This is an optimization exercise on Yosys and OpenROAD, whose aim is small area, a short achievable clock period and few clock cycles per item, not a production implementation.
No run shown here included a check of the RTL's function; only the layout flow was run.
Power and IR drop assume default switching activity.

==> flow/design.v, too long to show whole: its modules and the start of the top module <==
// module booth: 843 lines
// module menc: 4 lines
// module menc0: 4 lines
// module mbs: 3 lines
// module mbs0: 3 lines
// module mbsn: 3 lines
// module mfa: 4 lines
// module mha: 4 lines
// module mx2: 3 lines
// module mmux: 3 lines
// module mx3: 3 lines
// module mmaj: 3 lines
// module minv: 3 lines
// module mand: 3 lines
// module mxor: 3 lines
// module mao: 3 lines
module booth (
    input  wire        clk  ,
    input  wire        rst_n,
    input  wire [15:0] x    ,
    input  wire [15:0] y    ,
    input  wire        start,
    output wire [31:0] z    ,
    output wire        busy
);
  // ...
==> flow/flow/run.sh <==
#!/bin/bash
set -euo pipefail
export BUFFER_PORTS_ARGS="-buffer_cell sky130_fd_sc_hd__buf_2"
export PRE_FLOORPLAN_TCL="$PWD/flow/downsize.tcl"
bash standard.sh > standard.log 2>&1
==> flow/flow/downsize.tcl <==
# Start the layout from the smallest drive strength of each combinational
# cell that synthesis picked; timing repair later sizes up what it needs.
set db [ord::get_db]
set block [ord::get_db_block]
set n 0
foreach inst [$block getInsts] {
  set m [[$inst getMaster] getName]
  if {![regexp {^(sky130_fd_sc_hd__([a-z0-9]+))_([0-9]+)$} $m -> base short drive]} { continue }
  if {[regexp {^(s?e?df|dl|conb|tap|fill|decap|clk)} $short]} { continue }
  foreach d {0 1 2} {
    if {$d >= $drive} { break }
    set cand ${base}_$d
    set cm [$db findMaster $cand]
    if {$cm eq "NULL" || $cm eq ""} { continue }
    replace_cell [$inst getName] $cand
    incr n
    break
  }
}
puts "downsize.tcl: resized $n instances"
==> flow/standard.sh <==
#!/bin/bash
# synth_recipe.tcl (not shown) runs the flow's synth.tcl, then flattens the netlist and writes it again
# the make line also repeats each setting of config.mk as NAME=value (left out here)
make -C /OpenROAD-flow-scripts/flow DESIGN_CONFIG=/design/flow/config.mk WORK_HOME=/design/flow/orfs CLKGATE_MAP_FILE= SYNTH_SCRIPT=/design/flow/synth_recipe.tcl "${@:-finish}"
==> flow/config.mk <==
export PLATFORM = sky130hd
export DESIGN_NAME = booth
export DESIGN_NICKNAME = booth
export VERILOG_FILES = /design/flow/design.v
export SDC_FILE = /design/flow/constraint.sdc
export NUM_CORES = 4
export LEC_CHECK = 0
export CAP_MARGIN = 20
export CORE_MARGIN = 2
export CORE_UTILIZATION = 40
export SLEW_MARGIN = 20
export SYNTH_HIERARCHICAL = 1
export SYNTH_MINIMUM_KEEP_SIZE = 0
==> flow/constraint.sdc <==
create_clock -name core_clock -period 4.0 [get_ports {clk}]
set_input_delay 0.8000 -clock core_clock [delete_from_list [all_inputs] [get_ports {clk}]]
set_output_delay 0.8000 -clock core_clock [all_outputs]
set_load 0.01 [all_outputs]
==> impl_metrics.py, run 1 <==
metrics = {
    "min_path": {
        "whs_path_depth": 4,
        "holdCritPathClass": "in2reg",
        "min_from": "x[0]",
    },
    "outcome": {
        "status": "timing/DRC/antenna clean",
    },
    "global_route": {
        "antenna_found_initial": 0,
        "grt_pass1_vias": 6116,
        "use_met2": 0.337,
        "top_usage_layer": "met2",
    },
    "finish": {
        "final_util": 0.478,
        "largest_reg_flops": 24,
        "n_sequential_cell": 56,
        "area_dominant_class": "multi-input gates",
        "nonClkBufAreaFrac": 0.0974,
        "nets": 938,
        "n_clock_buffer": 6,
    },
    "sta": {
        "rsz0062_at_grt": "no",
        "max_freq_mhz": 260,
        "drv_slew": 0,
        "holdWs_ns": 1.08,
    },
    "drt": {
        "wl_met2_um": 9400,
        "wl_per_cell_um": 19.3,
    },
    "cts": {
        "cts_resized": 0,
        "cts_setup_buffers": 0,
        "root_buffer": "clkbuf_16",
    },
    "setup_path": {
        "endpoint": "qb[11]",
        "path_depth": 11,
        "critPathLaunch": "y[3]",
    },
    "place": {
        "port_buffers": 65,
        "place_area_um2": 8800,
        "gp_congestion": 0.913,
        "dpl.hpwl_um": 14900,
    },
    "logic_synthesis": {
        "yosys_warnings": 7,
    },
    "floorplan": {
        "die-area_um2": 20300,
        "floorplan.initialDensity": 0.409,
    },
}
==> run 2, diff against run 1 <==
--- a/flow/design.v
+++ b/flow/design.v
@@ -298,263 +298,343 @@
 mbs upp7_15 (.xj(x[15]), .xm(x[14]), .one(one7_0), .two(two7_0), .neg(y[15]), .pp(pp7_15));
 wire pp7_16;
 mbsn upp7_16 (.xj(x[15]), .xm(x[15]), .one(one7_0), .two(two7_0), .neg(y[15]), .pp(pp7_16));
 wire s1, c2;
 mha us1 (.a(y[3]), .b(pp0_2), .s(s1), .co(c2));
 wire s3, c4;
 mha us3 (.a(pp0_3), .b(pp1_1), .s(s3), .co(c4));
 wire s5, c6;
-mfa us5 (.a(y[5]), .b(pp0_4), .c(pp1_2), .s(s5), .co(c6));
+mx3 us5 (.a(y[5]), .b(pp0_4), .c(pp1_2), .y(s5));
+mmaj uc6 (.a(y[5]), .b(pp0_4), .c(pp1_2), .y(c6));
 wire s7, c8;
 mha us7 (.a(pp2_0), .b(c4), .s(s7), .co(c8));
 wire s9, c10;
-mfa us9 (.a(pp0_5), .b(pp1_3), .c(pp2_1), .s(s9), .co(c10));
+mx3 us9 (.a(pp0_5), .b(pp1_3), .c(pp2_1), .y(s9));
+mmaj uc10 (.a(pp0_5), .b(pp1_3), .c(pp2_1), .y(c10));
 wire s11, c12;
-mha us11 (.a(c6), .b(c8), .s(s11), .co(c12));
+mha us11 (.a(s9), .b(c8), .s(s11), .co(c12));
 wire s13, c14;
-mfa us13 (.a(y[7]), .b(pp0_6), .c(pp1_4), .s(s13), .co(c14));
+mx3 us13 (.a(y[7]), .b(pp0_6), .c(pp1_4), .y(s13));
+mmaj uc14 (.a(y[7]), .b(pp0_6), .c(pp1_4), .y(c14));
 wire s15, c16;
-mfa us15 (.a(pp2_2), .b(pp3_0), .c(c10), .s(s15), .co(c16));
+mx3 us15 (.a(pp2_2), .b(pp3_0), .c(s13), .y(s15));
+mmaj uc16 (.a(pp2_2), .b(pp3_0), .c(s13), .y(c16));
 wire s17, c18;
-mha us17 (.a(s13), .b(c12), .s(s17), .co(c18));
+mha us17 (.a(c10), .b(s15), .s(s17), .co(c18));
 wire s19, c20;
-mfa us19 (.a(pp0_7), .b(pp1_5), .c(pp2_3), .s(s19), .co(c20));
+mx3 us19 (.a(pp0_7), .b(pp1_5), .c(pp2_3), .y(s19));
+mmaj uc20 (.a(pp0_7), .b(pp1_5), .c(pp2_3), .y(c20));
 wire s21, c22;
-mfa us21 (.a(pp3_1), .b(c14), .c(s19), .s(s21), .co(c22));
+mx3 us21 (.a(pp3_1), .b(s19), .c(c14), .y(s21));
+mmaj uc22 (.a(pp3_1), .b(s19), .c(c14), .y(c22));
 wire s23, c24;
-mha us23 (.a(c16), .b(c18), .s(s23), .co(c24));
+mha us23 (.a(c16), .b(s21), .s(s23), .co(c24));
 wire s25, c26;
-mfa us25 (.a(y[9]), .b(pp0_8), .c(pp1_6), .s(s25), .co(c26));
+mx3 us25 (.a(y[9]), .b(pp0_8), .c(pp1_6), .y(s25));
+mmaj uc26 (.a(y[9]), .b(pp0_8), .c(pp1_6), .y(c26));
 wire s27, c28;
-mfa us27 (.a(pp2_4), .b(pp3_2), .c(pp4_0), .s(s27), .co(c28));
+mx3 us27 (.a(pp2_4), .b(pp3_2), .c(pp4_0), .y(s27));
+mmaj uc28 (.a(pp2_4), .b(pp3_2), .c(pp4_0), .y(c28));
 wire s29, c30;
-mfa us29 (.a(c20), .b(s25), .c(s27), .s(s29), .co(c30));
+mx3 us29 (.a(s25), .b(s27), .c(c20), .y(s29));
+mmaj uc30 (.a(s25), .b(s27), .c(c20), .y(c30));
 wire s31, c32;
-mha us31 (.a(c22), .b(s29), .s(s31), .co(c32));
+mha us31 (.a(s29), .b(c22), .s(s31), .co(c32));
 wire s33, c34;
-mfa us33 (.a(pp0_9), .b(pp1_7), .c(pp2_5), .s(s33), .co(c34));
+mx3 us33 (.a(pp0_9), .b(pp1_7), .c(pp2_5), .y(s33));
+mmaj uc34 (.a(pp0_9), .b(pp1_7), .c(pp2_5), .y(c34));
 wire s35, c36;
-mfa us35 (.a(pp3_3), .b(pp4_1), .c(c26), .s(s35), .co(c36));
+mx3 us35 (.a(pp3_3), .b(pp4_1), .c(s33), .y(s35));
+mmaj uc36 (.a(pp3_3), .b(pp4_1), .c(s33), .y(c36));
 wire s37, c38;
-mfa us37 (.a(c28), .b(s33), .c(s35), .s(s37), .co(c38));
+mx3 us37 (.a(c26), .b(c28), .c(s35), .y(s37));
+mmaj uc38 (.a(c26), .b(c28), .c(s35), .y(c38));
 wire s39, c40;
-mha us39 (.a(c30), .b(c32), .s(s39), .co(c40));
+mha us39 (.a(c30), .b(s37), .s(s39), .co(c40));
 wire s41, c42;
-mfa us41 (.a(y[11]), .b(pp0_10), .c(pp1_8), .s(s41), .co(c42));
+mx3 us41 (.a(y[11]), .b(pp0_10), .c(pp1_8), .y(s41));
+mmaj uc42 (.a(y[11]), .b(pp0_10), .c(pp1_8), .y(c42));
 wire s43, c44;
-mfa us43 (.a(pp2_6), .b(pp3_4), .c(pp4_2), .s(s43), .co(c44));
+mx3 us43 (.a(pp2_6), .b(pp3_4), .c(pp4_2), .y(s43));
+mmaj uc44 (.a(pp2_6), .b(pp3_4), .c(pp4_2), .y(c44));
 wire s45, c46;
-mfa us45 (.a(pp5_0), .b(c34), .c(s41), .s(s45), .co(c46));
+mx3 us45 (.a(pp5_0), .b(s41), .c(s43), .y(s45));
+mmaj uc46 (.a(pp5_0), .b(s41), .c(s43), .y(c46));
 wire s47, c48;
-mfa us47 (.a(s43), .b(c36), .c(s45), .s(s47), .co(c48));
+mx3 us47 (.a(c34), .b(c36), .c(s45), .y(s47));
+mmaj uc48 (.a(c34), .b(c36), .c(s45), .y(c48));
 wire s49, c50;
-mha us49 (.a(c38), .b(c40), .s(s49), .co(c50));
+mha us49 (.a(c38), .b(s47), .s(s49), .co(c50));
 wire s51, c52;
-mfa us51 (.a(pp0_11), .b(pp1_9), .c(pp2_7), .s(s51), .co(c52));
+mx3 us51 (.a(pp0_11), .b(pp1_9), .c(pp2_7), .y(s51));
+mmaj uc52 (.a(pp0_11), .b(pp1_9), .c(pp2_7), .y(c52));
 wire s53, c54;
-mfa us53 (.a(pp3_5), .b(pp4_3), .c(pp5_1), .s(s53), .co(c54));
+mx3 us53 (.a(pp3_5), .b(pp4_3), .c(pp5_1), .y(s53));
+mmaj uc54 (.a(pp3_5), .b(pp4_3), .c(pp5_1), .y(c54));
 wire s55, c56;
-mfa us55 (.a(c42), .b(c44), .c(s51), .s(s55), .co(c56));
+mx3 us55 (.a(s51), .b(s53), .c(c42), .y(s55));
+mmaj uc56 (.a(s51), .b(s53), .c(c42), .y(c56));
 wire s57, c58;
-mfa us57 (.a(s53), .b(c46), .c(s55), .s(s57), .co(c58));
+mx3 us57 (.a(c44), .b(s55), .c(c46), .y(s57));
+mmaj uc58 (.a(c44), .b(s55), .c(c46), .y(c58));
 wire s59, c60;
-mha us59 (.a(c48), .b(s57), .s(s59), .co(c60));
+mha us59 (.a(s57), .b(c48), .s(s59), .co(c60));
 wire s61, c62;
-mfa us61 (.a(y[13]), .b(pp0_12), .c(pp1_10), .s(s61), .co(c62));
+mx3 us61 (.a(y[13]), .b(pp0_12), .c(pp1_10), .y(s61));
+mmaj uc62 (.a(y[13]), .b(pp0_12), .c(pp1_10), .y(c62));
 wire s63, c64;
-mfa us63 (.a(pp2_8), .b(pp3_6), .c(pp4_4), .s(s63), .co(c64));
+mx3 us63 (.a(pp2_8), .b(pp3_6), .c(pp4_4), .y(s63));
+mmaj uc64 (.a(pp2_8), .b(pp3_6), .c(pp4_4), .y(c64));
 wire s65, c66;
-mfa us65 (.a(pp5_2), .b(pp6_0), .c(c52), .s(s65), .co(c66));
+mx3 us65 (.a(pp5_2), .b(pp6_0), .c(s61), .y(s65));
+mmaj uc66 (.a(pp5_2), .b(pp6_0), .c(s61), .y(c66));
 wire s67, c68;
-mfa us67 (.a(c54), .b(s61), .c(s63), .s(s67), .co(c68));
+mx3 us67 (.a(s63), .b(c52), .c(c54), .y(s67));
+mmaj uc68 (.a(s63), .b(c52), .c(c54), .y(c68));
 wire s69, c70;
-mfa us69 (.a(s65), .b(c56), .c(s67), .s(s69), .co(c70));
+mx3 us69 (.a(s65), .b(c56), .c(s67), .y(s69));
+mmaj uc70 (.a(s65), .b(c56), .c(s67), .y(c70));
 wire s71, c72;
 mha us71 (.a(c58), .b(s69), .s(s71), .co(c72));
 wire s73, c74;
-mfa us73 (.a(pp0_13), .b(pp1_11), .c(pp2_9), .s(s73), .co(c74));
+mx3 us73 (.a(pp0_13), .b(pp1_11), .c(pp2_9), .y(s73));
+mmaj uc74 (.a(pp0_13), .b(pp1_11), .c(pp2_9), .y(c74));
 wire s75, c76;
-mfa us75 (.a(pp3_7), .b(pp4_5), .c(pp5_3), .s(s75), .co(c76));
+mx3 us75 (.a(pp3_7), .b(pp4_5), .c(pp5_3), .y(s75));
+mmaj uc76 (.a(pp3_7), .b(pp4_5), .c(pp5_3), .y(c76));
 wire s77, c78;
-mfa us77 (.a(pp6_1), .b(c62), .c(c64), .s(s77), .co(c78));
+mx3 us77 (.a(pp6_1), .b(s73), .c(s75), .y(s77));
+mmaj uc78 (.a(pp6_1), .b(s73), .c(s75), .y(c78));
 wire s79, c80;
-mfa us79 (.a(s73), .b(s75), .c(c66), .s(s79), .co(c80));
+mx3 us79 (.a(c62), .b(c64), .c(c66), .y(s79));
+mmaj uc80 (.a(c62), .b(c64), .c(c66), .y(c80));
 wire s81, c82;
-mx3 us81 (.a(s77), .b(c68), .c(s79), .y(s81));
-mmaj uc82 (.a(s77), .b(c68), .c(s79), .y(c82));
+mx3 us81 (.a(s77), .b(s79), .c(c68), .y(s81));
+mmaj uc82 (.a(s77), .b(s79), .c(c68), .y(c82));
 wire s83, c84;
-mha us83 (.a(c70), .b(s81), .s(s83), .co(c84));
+mha us83 (.a(s81), .b(c70), .s(s83), .co(c84));
 wire s85, c86;
-mfa us85 (.a(y[15]), .b(pp0_14), .c(pp1_12), .s(s85), .co(c86));
+mx3 us85 (.a(y[15]), .b(pp0_14), .c(pp1_12), .y(s85));
+mmaj uc86 (.a(y[15]), .b(pp0_14), .c(pp1_12), .y(c86));
 wire s87, c88;
-mfa us87 (.a(pp2_10), .b(pp3_8), .c(pp4_6), .s(s87), .co(c88));
+mx3 us87 (.a(pp2_10), .b(pp3_8), .c(pp4_6), .y(s87));
+mmaj uc88 (.a(pp2_10), .b(pp3_8), .c(pp4_6), .y(c88));
 wire s89, c90;
-mfa us89 (.a(pp5_4), .b(pp6_2), .c(pp7_0), .s(s89), .co(c90));
+mx3 us89 (.a(pp5_4), .b(pp6_2), .c(pp7_0), .y(s89));
+mmaj uc90 (.a(pp5_4), .b(pp6_2), .c(pp7_0), .y(c90));
 wire s91, c92;
-mfa us91 (.a(c74), .b(c76), .c(s85), .s(s91), .co(c92));
+mx3 us91 (.a(s85), .b(s87), .c(s89), .y(s91));
+mmaj uc92 (.a(s85), .b(s87), .c(s89), .y(c92));
 wire s93, c94;
-mfa us93 (.a(s87), .b(s89), .c(c78), .s(s93), .co(c94));
+mx3 us93 (.a(c74), .b(c76), .c(s91), .y(s93));
+mmaj uc94 (.a(c74), .b(c76), .c(s91), .y(c94));
 wire s95, c96;
-mx3 us95 (.a(s91), .b(c80), .c(s93), .y(s95));
-mmaj uc96 (.a(s91), .b(c80), .c(s93), .y(c96));
+mx3 us95 (.a(c78), .b(s93), .c(c80), .y(s95));
+mmaj uc96 (.a(c78), .b(s93), .c(c80), .y(c96));
 wire s97, c98;
 mha us97 (.a(s95), .b(c82), .s(s97), .co(c98));
 wire s99, c100;
-mfa us99 (.a(pp0_15), .b(pp1_13), .c(pp2_11), .s(s99), .co(c100));
+mx3 us99 (.a(pp0_15), .b(pp1_13), .c(pp2_11), .y(s99));
+mmaj uc100 (.a(pp0_15), .b(pp1_13), .c(pp2_11), .y(c100));
 wire s101, c102;
-mfa us101 (.a(pp3_9), .b(pp4_7), .c(pp5_5), .s(s101), .co(c102));
+mx3 us101 (.a(pp3_9), .b(pp4_7), .c(pp5_5), .y(s101));
+mmaj uc102 (.a(pp3_9), .b(pp4_7), .c(pp5_5), .y(c102));
 wire s103, c104;
-mfa us103 (.a(pp6_3), .b(pp7_1), .c(c86), .s(s103), .co(c104));
+mx3 us103 (.a(pp6_3), .b(pp7_1), .c(s99), .y(s103));
+mmaj uc104 (.a(pp6_3), .b(pp7_1), .c(s99), .y(c104));
 wire s105, c106;
-mfa us105 (.a(c88), .b(c90), .c(s99), .s(s105), .co(c106));
+mx3 us105 (.a(s101), .b(c86), .c(c88), .y(s105));
+mmaj uc106 (.a(s101), .b(c86), .c(c88), .y(c106));
 wire s107, c108;
-mfa us107 (.a(s101), .b(s103), .c(c92), .s(s107), .co(c108));
+mx3 us107 (.a(c90), .b(s103), .c(c92), .y(s107));
+mmaj uc108 (.a(c90), .b(s103), .c(c92), .y(c108));
 wire s109, c110;
-mx3 us109 (.a(s105), .b(c94), .c(s107), .y(s109));
-mmaj uc110 (.a(s105), .b(c94), .c(s107), .y(c110));
+mx3 us109 (.a(s105), .b(s107), .c(c94), .y(s109));
+mmaj uc110 (.a(s105), .b(s107), .c(c94), .y(c110));
 wire s111, c112;
 mha us111 (.a(s109), .b(c96), .s(s111), .co(c112));
 wire s113, c114;
-mfa us113 (.a(s0n), .b(pp1_14), .c(pp2_12), .s(s113), .co(c114));
+mx3 us113 (.a(s0n), .b(pp1_14), .c(pp2_12), .y(s113));
+mmaj uc114 (.a(s0n), .b(pp1_14), .c(pp2_12), .y(c114));
 wire s115, c116;
-mfa us115 (.a(pp3_10), .b(pp4_8), .c(pp5_6), .s(s115), .co(c116));
+mx3 us115 (.a(pp3_10), .b(pp4_8), .c(pp5_6), .y(s115));
+mmaj uc116 (.a(pp3_10), .b(pp4_8), .c(pp5_6), .y(c116));
 wire s117, c118;
-mfa us117 (.a(pp6_4), .b(pp7_2), .c(c100), .s(s117), .co(c118));
+mx3 us117 (.a(pp6_4), .b(pp7_2), .c(s113), .y(s117));
+mmaj uc118 (.a(pp6_4), .b(pp7_2), .c(s113), .y(c118));
 wire s119, c120;
-mfa us119 (.a(c102), .b(s113), .c(s115), .s(s119), .co(c120));
+mx3 us119 (.a(s115), .b(c100), .c(c102), .y(s119));
+mmaj uc120 (.a(s115), .b(c100), .c(c102), .y(c120));
 wire s121, c122;
-mfa us121 (.a(c104), .b(s117), .c(c106), .s(s121), .co(c122));
+mx3 us121 (.a(s117), .b(c104), .c(s119), .y(s121));
+mmaj uc122 (.a(s117), .b(c104), .c(s119), .y(c122));
 wire s123, c124;
-mx3 us123 (.a(s119), .b(c108), .c(s121), .y(s123));
-mmaj uc124 (.a(s119), .b(c108), .c(s121), .y(c124));
+mx3 us123 (.a(c106), .b(s121), .c(c108), .y(s123));
+mmaj uc124 (.a(c106), .b(s121), .c(c108), .y(c124));
 wire s125, c126;
 mha us125 (.a(s123), .b(c110), .s(s125), .co(c126));
 wire s127, c128;
-mfa us127 (.a(s0n), .b(pp1_15), .c(pp2_13), .s(s127), .co(c128));
+mx3 us127 (.a(s0n), .b(pp1_15), .c(pp2_13), .y(s127));
+mmaj uc128 (.a(s0n), .b(pp1_15), .c(pp2_13), .y(c128));
 wire s129, c130;
-mfa us129 (.a(pp3_11), .b(pp4_9), .c(pp5_7), .s(s129), .co(c130));
+mx3 us129 (.a(pp3_11), .b(pp4_9), .c(pp5_7), .y(s129));
+mmaj uc130 (.a(pp3_11), .b(pp4_9), .c(pp5_7), .y(c130));
 wire s131, c132;
-mfa us131 (.a(pp6_5), .b(pp7_3), .c(c114), .s(s131), .co(c132));
+mx3 us131 (.a(pp6_5), .b(pp7_3), .c(s127), .y(s131));
+mmaj uc132 (.a(pp6_5), .b(pp7_3), .c(s127), .y(c132));
 wire s133, c134;
-mfa us133 (.a(c116), .b(s127), .c(s129), .s(s133), .co(c134));
+mx3 us133 (.a(s129), .b(c114), .c(c116), .y(s133));
+mmaj uc134 (.a(s129), .b(c114), .c(c116), .y(c134));
 wire s135, c136;
-mfa us135 (.a(c118), .b(s131), .c(c120), .s(s135), .co(c136));
+mx3 us135 (.a(s131), .b(c118), .c(s133), .y(s135));
+mmaj uc136 (.a(s131), .b(c118), .c(s133), .y(c136));
 wire s137, c138;
-mx3 us137 (.a(s133), .b(c122), .c(s135), .y(s137));
-mmaj uc138 (.a(s133), .b(c122), .c(s135), .y(c138));
+mx3 us137 (.a(c120), .b(s135), .c(c122), .y(s137));
+mmaj uc138 (.a(c120), .b(s135), .c(c122), .y(c138));
 wire s139, c140;
 mha us139 (.a(s137), .b(c124), .s(s139), .co(c140));
 wire s141, c142;
-mfa us141 (.a(pp0_16), .b(pp1_16), .c(pp2_14), .s(s141), .co(c142));
+mx3 us141 (.a(pp0_16), .b(pp1_16), .c(pp2_14), .y(s141));
+mmaj uc142 (.a(pp0_16), .b(pp1_16), .c(pp2_14), .y(c142));
 wire s143, c144;
-mfa us143 (.a(pp3_12), .b(pp4_10), .c(pp5_8), .s(s143), .co(c144));
+mx3 us143 (.a(pp3_12), .b(pp4_10), .c(pp5_8), .y(s143));
+mmaj uc144 (.a(pp3_12), .b(pp4_10), .c(pp5_8), .y(c144));
 wire s145, c146;
-mfa us145 (.a(pp6_6), .b(pp7_4), .c(c128), .s(s145), .co(c146));
+mx3 us145 (.a(pp6_6), .b(pp7_4), .c(s141), .y(s145));
+mmaj uc146 (.a(pp6_6), .b(pp7_4), .c(s141), .y(c146));
 wire s147, c148;
-mfa us147 (.a(c130), .b(s141), .c(s143), .s(s147), .co(c148));
+mx3 us147 (.a(s143), .b(c128), .c(c130), .y(s147));
+mmaj uc148 (.a(s143), .b(c128), .c(c130), .y(c148));
 wire s149, c150;
-mfa us149 (.a(c132), .b(s145), .c(c134), .s(s149), .co(c150));
+mx3 us149 (.a(s145), .b(c132), .c(s147), .y(s149));
+mmaj uc150 (.a(s145), .b(c132), .c(s147), .y(c150));
 wire s151, c152;
-mx3 us151 (.a(s147), .b(c136), .c(s149), .y(s151));
-mmaj uc152 (.a(s147), .b(c136), .c(s149), .y(c152));
+mx3 us151 (.a(c134), .b(s149), .c(c136), .y(s151));
+mmaj uc152 (.a(c134), .b(s149), .c(c136), .y(c152));
 wire s153, c154;
 mha us153 (.a(s151), .b(c138), .s(s153), .co(c154));
 wire s155;
 minv us155 (.a(pp2_15), .y(s155));
 wire s156, c157;
-mfa us156 (.a(pp3_13), .b(pp4_11), .c(pp5_9), .s(s156), .co(c157));
+mx3 us156 (.a(pp3_13), .b(pp4_11), .c(pp5_9), .y(s156));
+mmaj uc157 (.a(pp3_13), .b(pp4_11), .c(pp5_9), .y(c157));
 wire s158, c159;
-mfa us158 (.a(pp6_7), .b(pp7_5), .c(s155), .s(s158), .co(c159));
+mx3 us158 (.a(pp6_7), .b(pp7_5), .c(s155), .y(s158));
+mmaj uc159 (.a(pp6_7), .b(pp7_5), .c(s155), .y(c159));
 wire s160, c161;
-mfa us160 (.a(c142), .b(c144), .c(s156), .s(s160), .co(c161));
+mx3 us160 (.a(s156), .b(s158), .c(c142), .y(s160));
+mmaj uc161 (.a(s156), .b(s158), .c(c142), .y(c161));
 wire s162, c163;
-mfa us162 (.a(s158), .b(c146), .c(c148), .s(s162), .co(c163));
+mx3 us162 (.a(c144), .b(c146), .c(s160), .y(s162));
+mmaj uc163 (.a(c144), .b(c146), .c(s160), .y(c163));
 wire s164, c165;
-mx3 us164 (.a(s160), .b(c150), .c(s162), .y(s164));
-mmaj uc165 (.a(s160), .b(c150), .c(s162), .y(c165));
+mx3 us164 (.a(c148), .b(s162), .c(c150), .y(s164));
+mmaj uc165 (.a(c148), .b(s162), .c(c150), .y(c165));
 wire s166, c167;
 mha us166 (.a(s164), .b(c152), .s(s166), .co(c167));
 wire s168, c169;
-mfa us168 (.a(pp2_16), .b(pp3_14), .c(pp4_12), .s(s168), .co(c169));
+mx3 us168 (.a(pp2_16), .b(pp3_14), .c(pp4_12), .y(s168));
+mmaj uc169 (.a(pp2_16), .b(pp3_14), .c(pp4_12), .y(c169));
 wire s170, c171;
-mfa us170 (.a(pp5_10), .b(pp6_8), .c(pp7_6), .s(s170), .co(c171));
+mx3 us170 (.a(pp5_10), .b(pp6_8), .c(pp7_6), .y(s170));
+mmaj uc171 (.a(pp5_10), .b(pp6_8), .c(pp7_6), .y(c171));
 wire s172, c173;
-mfa us172 (.a(pp2_15), .b(c157), .c(s168), .s(s172), .co(c173));
+mx3 us172 (.a(pp2_15), .b(s168), .c(s170), .y(s172));
+mmaj uc173 (.a(pp2_15), .b(s168), .c(s170), .y(c173));
 wire s174, c175;
-mfa us174 (.a(s170), .b(c159), .c(c161), .s(s174), .co(c175));
+mx3 us174 (.a(c157), .b(c159), .c(s172), .y(s174));
+mmaj uc175 (.a(c157), .b(c159), .c(s172), .y(c175));
 wire s176, c177;
-mx3 us176 (.a(s172), .b(c163), .c(s174), .y(s176));
-mmaj uc177 (.a(s172), .b(c163), .c(s174), .y(c177));
+mx3 us176 (.a(c161), .b(s174), .c(c163), .y(s176));
+mmaj uc177 (.a(c161), .b(s174), .c(c163), .y(c177));
 wire s178, c179;
 mha us178 (.a(s176), .b(c165), .s(s178), .co(c179));
 wire s180;
 minv us180 (.a(pp3_15), .y(s180));
 wire s181, c182;
-mfa us181 (.a(pp4_13), .b(pp5_11), .c(pp6_9), .s(s181), .co(c182));
+mx3 us181 (.a(pp4_13), .b(pp5_11), .c(pp6_9), .y(s181));
+mmaj uc182 (.a(pp4_13), .b(pp5_11), .c(pp6_9), .y(c182));
 wire s183, c184;
-mfa us183 (.a(pp7_7), .b(s180), .c(c169), .s(s183), .co(c184));
+mx3 us183 (.a(pp7_7), .b(s180), .c(s181), .y(s183));
+mmaj uc184 (.a(pp7_7), .b(s180), .c(s181), .y(c184));
 wire s185, c186;
-mfa us185 (.a(c171), .b(s181), .c(s183), .s(s185), .co(c186));
+mx3 us185 (.a(c169), .b(c171), .c(s183), .y(s185));
+mmaj uc186 (.a(c169), .b(c171), .c(s183), .y(c186));
 wire s187, c188;
-mx3 us187 (.a(c173), .b(c175), .c(s185), .y(s187));
-mmaj uc188 (.a(c173), .b(c175), .c(s185), .y(c188));
+mx3 us187 (.a(c173), .b(s185), .c(c175), .y(s187));
+mmaj uc188 (.a(c173), .b(s185), .c(c175), .y(c188));
 wire s189, c190;
 mha us189 (.a(s187), .b(c177), .s(s189), .co(c190));
 wire s191, c192;
-mfa us191 (.a(pp3_16), .b(pp4_14), .c(pp5_12), .s(s191), .co(c192));
+mx3 us191 (.a(pp3_16), .b(pp4_14), .c(pp5_12), .y(s191));
+mmaj uc192 (.a(pp3_16), .b(pp4_14), .c(pp5_12), .y(c192));
 wire s193, c194;
-mfa us193 (.a(pp6_10), .b(pp7_8), .c(pp3_15), .s(s193), .co(c194));
+mx3 us193 (.a(pp6_10), .b(pp7_8), .c(pp3_15), .y(s193));
+mmaj uc194 (.a(pp6_10), .b(pp7_8), .c(pp3_15), .y(c194));
 wire s195, c196;
-mfa us195 (.a(c182), .b(s191), .c(s193), .s(s195), .co(c196));
+mx3 us195 (.a(s191), .b(s193), .c(c182), .y(s195));
+mmaj uc196 (.a(s191), .b(s193), .c(c182), .y(c196));
 wire s197, c198;
 mx3 us197 (.a(c184), .b(s195), .c(c186), .y(s197));
 mmaj uc198 (.a(c184), .b(s195), .c(c186), .y(c198));
 wire s199, c200;
 mha us199 (.a(s197), .b(c188), .s(s199), .co(c200));
 wire s201;
 minv us201 (.a(pp4_15), .y(s201));
 wire s202, c203;
-mfa us202 (.a(pp5_13), .b(pp6_11), .c(pp7_9), .s(s202), .co(c203));
+mx3 us202 (.a(pp5_13), .b(pp6_11), .c(pp7_9), .y(s202));
+mmaj uc203 (.a(pp5_13), .b(pp6_11), .c(pp7_9), .y(c203));
 wire s204, c205;
-mfa us204 (.a(s201), .b(c192), .c(c194), .s(s204), .co(c205));
+mx3 us204 (.a(s201), .b(s202), .c(c192), .y(s204));
+mmaj uc205 (.a(s201), .b(s202), .c(c192), .y(c205));
 wire s206, c207;
-mfa us206 (.a(s202), .b(s204), .c(c196), .s(s206), .co(c207));
+mx3 us206 (.a(c194), .b(s204), .c(c196), .y(s206));
+mmaj uc207 (.a(c194), .b(s204), .c(c196), .y(c207));
 wire s208, c209;
 mha us208 (.a(s206), .b(c198), .s(s208), .co(c209));
 wire s210, c211;
-mfa us210 (.a(pp4_16), .b(pp5_14), .c(pp6_12), .s(s210), .co(c211));
+mx3 us210 (.a(pp4_16), .b(pp5_14), .c(pp6_12), .y(s210));
+mmaj uc211 (.a(pp4_16), .b(pp5_14), .c(pp6_12), .y(c211));
 wire s212, c213;
-mfa us212 (.a(pp7_10), .b(pp4_15), .c(c203), .s(s212), .co(c213));
+mx3 us212 (.a(pp7_10), .b(pp4_15), .c(s210), .y(s212));
+mmaj uc213 (.a(pp7_10), .b(pp4_15), .c(s210), .y(c213));
 wire s214, c215;
-mfa us214 (.a(s210), .b(c205), .c(s212), .s(s214), .co(c215));
+mx3 us214 (.a(c203), .b(s212), .c(c205), .y(s214));
+mmaj uc215 (.a(c203), .b(s212), .c(c205), .y(c215));
 wire s216, c217;
-mha us216 (.a(c207), .b(s214), .s(s216), .co(c217));
+mha us216 (.a(s214), .b(c207), .s(s216), .co(c217));
 wire s218;
 minv us218 (.a(pp5_15), .y(s218));
 wire s219, c220;
-mfa us219 (.a(pp6_13), .b(pp7_11), .c(s218), .s(s219), .co(c220));
+mx3 us219 (.a(pp6_13), .b(pp7_11), .c(s218), .y(s219));
+mmaj uc220 (.a(pp6_13), .b(pp7_11), .c(s218), .y(c220));
 wire s221, c222;
-mfa us221 (.a(c211), .b(s219), .c(c213), .s(s221), .co(c222));
+mx3 us221 (.a(s219), .b(c211), .c(c213), .y(s221));
+mmaj uc222 (.a(s219), .b(c211), .c(c213), .y(c222));
 wire s223, c224;
-mha us223 (.a(c215), .b(s221), .s(s223), .co(c224));
+mha us223 (.a(s221), .b(c215), .s(s223), .co(c224));
 wire s225, c226;
-mfa us225 (.a(pp5_16), .b(pp6_14), .c(pp7_12), .s(s225), .co(c226));
+mx3 us225 (.a(pp5_16), .b(pp6_14), .c(pp7_12), .y(s225));
+mmaj uc226 (.a(pp5_16), .b(pp6_14), .c(pp7_12), .y(c226));
 wire s227, c228;
-mfa us227 (.a(pp5_15), .b(s225), .c(c220), .s(s227), .co(c228));
+mx3 us227 (.a(pp5_15), .b(s225), .c(c220), .y(s227));
+mmaj uc228 (.a(pp5_15), .b(s225), .c(c220), .y(c228));
 wire s229, c230;
 mha us229 (.a(s227), .b(c222), .s(s229), .co(c230));
 wire s231;
 minv us231 (.a(pp6_15), .y(s231));
 wire s232, c233;
-mfa us232 (.a(pp7_13), .b(s231), .c(c226), .s(s232), .co(c233));
+mx3 us232 (.a(pp7_13), .b(s231), .c(c226), .y(s232));
+mmaj uc233 (.a(pp7_13), .b(s231), .c(c226), .y(c233));
 wire s234, c235;
 mha us234 (.a(s232), .b(c228), .s(s234), .co(c235));
 wire s236, c237;
-mfa us236 (.a(pp6_16), .b(pp7_14), .c(pp6_15), .s(s236), .co(c237));
+mx3 us236 (.a(pp6_16), .b(pp7_14), .c(pp6_15), .y(s236));
+mmaj uc237 (.a(pp6_16), .b(pp7_14), .c(pp6_15), .y(c237));
 wire s238, c239;
 mha us238 (.a(s236), .b(c233), .s(s238), .co(c239));
 wire s240;
 minv us240 (.a(pp7_15), .y(s240));
 wire s241, c242;
 mha us241 (.a(s240), .b(c237), .s(s241), .co(c242));
 wire s243, c244;
 mha us243 (.a(pp7_16), .b(pp7_15), .s(s243), .co(c244));
@@ -564,21 +644,21 @@
 mha ulp1 (.a(pp0_0), .b(y[1]), .s(lp1), .co(lg2));
 wire lp3, lg4;
 mha ulp3 (.a(pp1_0), .b(s1), .s(lp3), .co(lg4));
 wire lp5, lg6;
 mha ulp5 (.a(c2), .b(s3), .s(lp5), .co(lg6));
 wire lp7, lg8;
 mha ulp7 (.a(s5), .b(s7), .s(lp7), .co(lg8));
 wire lp9, lg10;
-mha ulp9 (.a(s9), .b(s11), .s(lp9), .co(lg10));
+mha ulp9 (.a(c6), .b(s11), .s(lp9), .co(lg10));
 wire lp11, lg12;
-mha ulp11 (.a(s15), .b(s17), .s(lp11), .co(lg12));
+mha ulp11 (.a(c12), .b(s17), .s(lp11), .co(lg12));
 wire lp13, lg14;
-mha ulp13 (.a(s21), .b(s23), .s(lp13), .co(lg14));
+mha ulp13 (.a(c18), .b(s23), .s(lp13), .co(lg14));
 wire lq15;
 mand ulq15 (.a(lp3), .b(pp0_1), .y(lq15));
 wire lg16;
 mao ulg16 (.g1(lg8), .p1(lp7), .g0(lg6), .g(lg16));
 wire lq17;
 mand ulq17 (.a(lp7), .b(lp5), .y(lq17));
 wire lg18;
 mao ulg18 (.g1(lg12), .p1(lp11), .g0(lg10), .g(lg18));
@@ -832,17 +912,17 @@
 wire hs164;
 mxor uhs164 (.a(hp80), .b(hg140), .y(hs164));
 wire hs165;
 mxor uhs165 (.a(qa[23]), .b(hg122), .y(hs165));
 assign z = {hs165, hs164, hs163, hs162, hs161, hs160, hs159, hs158, hs157, hs156, hs155, hs154, hs153, hs152, hs151, hs150, hs149, hs148, hs147, hs146, hs145, hs144, hs143, hs142, qlo[7], qlo[6], qlo[5], qlo[4], qlo[3], qlo[2], qlo[1], qlo[0]};
 always @(posedge clk)
     if (start) begin
         qlo <= {lg28, ls35, ls34, ls33, ls32, ls31, ls30, ls29, lp1};
-        qa <= {s245, c242, c239, c235, c230, c224, c217, c209, c200, c190, c179, c167, c154, c140, c126, c112, c98, c84, c72, c60, c50, s47, s37, c24};
+        qa <= {s245, c242, c239, c235, c230, c224, c217, c209, c200, c190, c179, c167, c154, c140, c126, c112, c98, c84, c72, c60, c50, c40, c32, c24};
         qb <= {s243, s241, s238, s234, s229, s223, s216, s208, s199, s189, s178, s166, s153, s139, s125, s111, s97, s83, s71, s59, s49, s39, s31};
     end
 endmodule
 module menc (input wire y2, input wire y1, input wire y0, output wire one, output wire two);
 assign one = y1 ^ y0;
 assign two = (y2 & ~y1 & ~y0) | (~y2 & y1 & y0);
 endmodule
 module menc0 (input wire y2, input wire y1, output wire one, output wire two);
==> impl_metrics.py, run 2 <==
metrics = {
    "floorplan": {
        "chipWidth_um": 152,
        "die_h_um": 152,
        "die-area_um2": 23100,
        "core_um2": 21700,
        "floorplan.initialDensity": 0.405,
        "num_rows": 54,
        "io_pins": 68,
    },
    "drt": {
        "via_per_inst": 5.55,
        "drtPass1Iterations": 5,
        "drcViolationCount": 0,
        "wl_per_cell_um": 18.6,
        "route.vias.total": 6390,
        "wirelength_um": 21400,
        "drt_iter0_markers": 385,
        "ant_nets": 0,
    },
    "finish": {
        "mostFrequentLayoutCells": "a22oi_1 (128), xnor2_1 (127), maj3_1 (90), xor3_1 (90), buf_4 (90)",
        "final_util": 0.471,
        "layout_commonest_cell": "a22oi_1",
        "largest-register": "qa",
        "layout-drive-gt1-share": 0.200,
        "final_cells": 1152,
        "n_antenna_cell": 0,
        "final_area_um2": 10200,
        "largest_reg_flops": 24,
        "reg.largest.list": "qa (24), qb (23), qlo (9)",
        "nets": 965,
    },
    "cts": {
        "clockBufferDepth": 2,
        "clkTransAtPathRegs_ns": 0.08,
        "cts_inserted_buffers": 5,
        "root_buffer": "clkbuf_16",
        "cts_tree": "done",
        "cts_max_level": 2,
        "clock_sinks": 56,
        "cts_setup_buffers": 0,
    },
    "setup_path": {
        "path_max_fanout": 8,
        "crit_required_ns": 4.06,
        "critPathCaptureType": "register",
        "start_kind": "input pin",
        "path_class": "in2reg",
        "worstPathArrival_ns": 3.94,
    },
    "sta": {
        "drv_slew": 0,
        "fin_setup_tns_ns": 0,
        "holdWs_ns": 1.02,
        "rsz0062_at_grt": "no",
        "finalCritPeriodShare": 0.970,
        "relSlewSlack": 0.612,
        "period_minus_slack_ns": 3.88,
        "hold_viol_final": 0,
        "worst_pin_slew_ns": 0.582,
        "layout_setup_ws_ns": 0.119,
        "max_freq_mhz": 258,
        "setup_violations": 0,
    },
    "min_path": {
        "holdCritPathClass": "in2reg",
    },
    "logic_synthesis": {
        "synth_cells": 743,
        "syn-num-nets": 837,
        "yosys_warnings": 7,
    },
    "global_route": {
        "grt_pass1_wl_um": 34300,
        "grt_use_total": 0.185,
        "grt_max_degree": 34,
        "grt_pass1_vias": 6440,
        "antenna_found_initial": 0,
        "gr-total-overflow": 0,
    },
    "pwr": {
        "finalPower_mw": 8.00,
        "leakagePower_nw": 4.66,
        "power_density_nw_per_um2": 783,
        "peakVddDrop_mv": 0.333,
    },
    "place": {
        "dp_cells": 1144,
        "pre_cts_slack_ns": -0.262,
        "dpl.hpwl_um": 17200,
        "gp_congestion": 0.845,
        "place_area_um2": 10100,
        "port_buffers": 65,
    },
    "outcome": {
        "status": "timing/DRC/antenna clean",
    },
    "job": {
        "maxCapViolations": 0,
    },
}
## run 2: final cells by class
type | count | area [um2]
clock inverter | 3 | 23.8
multi-input combinational | 645 | 7010
timing repair buffer | 155 | 1000
sequential | 56 | 1680
tap | 280 | 350
clock buffer | 5 | 125
fill | 2023 | 11500
inverter | 8 | 30.0
## run 2: what timing repair did
item,in CTS,in global routing
hold buffers,0,0
resized for setup,0,1
endpoints found under the setup margin,0,5
## run 2: power by group
part / switching [mW] / internal (mW) / total, mW
logic: 2.69 / 3.50 / 6.19
registers: 0.0862 / 1.26 / 1.35
clock network: 0.230 / 0.234 / 0.465
## run 2: final timing paths
kind              depth (start not counted)  slack, ns      to  startpoint
setup / recovery                         11       0.12   qb[6]        y[9]
hold / removal                            1       1.02  qlo[5]       start
## run 2: critical path: stages
cell and delay, ns:
buf_2 0.26, nand2b_1 0.11, o22ai_2 0.37, buf_4 0.20, a22oi_1 0.10, xnor2_2 0.27
xor3_1 0.30, xor3_1 0.44, xor3_1 0.32, xor3_1 0.44, ha_1 0.33
## run 2: per-layer routing
layer  routed length [um]  vias to the layer above  global-route usage  share of wire
li1                     -                     3087                   -              -
met4                  191                        0              0.0352         0.0089
met1                 9870                     3138               0.250           0.46
met5                    0                        -                   0              0
met2                10300                      154               0.316           0.48
met3                 1030                       11              0.0294          0.048

separate check: timing with driven ports:
Ports are ideal in the flow. The routed layouts listed here were re-timed in OpenROAD. Step 1 sets driving cells, clkbuf_16 on the clock port and buf_2 on the other inputs (assumed; they add their load-dependent delay and slew). Step 2 times the ports against the registers' clock, not the clock port: input delays grow and output delays shrink by t, the midpoint of the rising clock arrivals with the driver on. Slacks: ideal ports / drivers / drivers and shift; pairs: ideal ports / drivers.
| run | t (ns) | slack for setup (ns) | clock arrival spread, ns | worst slew at a driven data input, ns |
|---|---|---|---|---|
| run 1 | 0.350 | 0.157 / 0.176 / -0.174 | 0.021 / 0.021 | 0.05 |
| run 2 | 0.351 | 0.119 / 0.133 / -0.218 | 0.012 / 0.012 | 0.07 |
With both steps, setup timing fails in run 1 and run 2, where it was met with ideal ports. For run 2, which loses most, drivers alone change the setup slack by +0.014 ns; drivers and shift together by -0.337 ns.
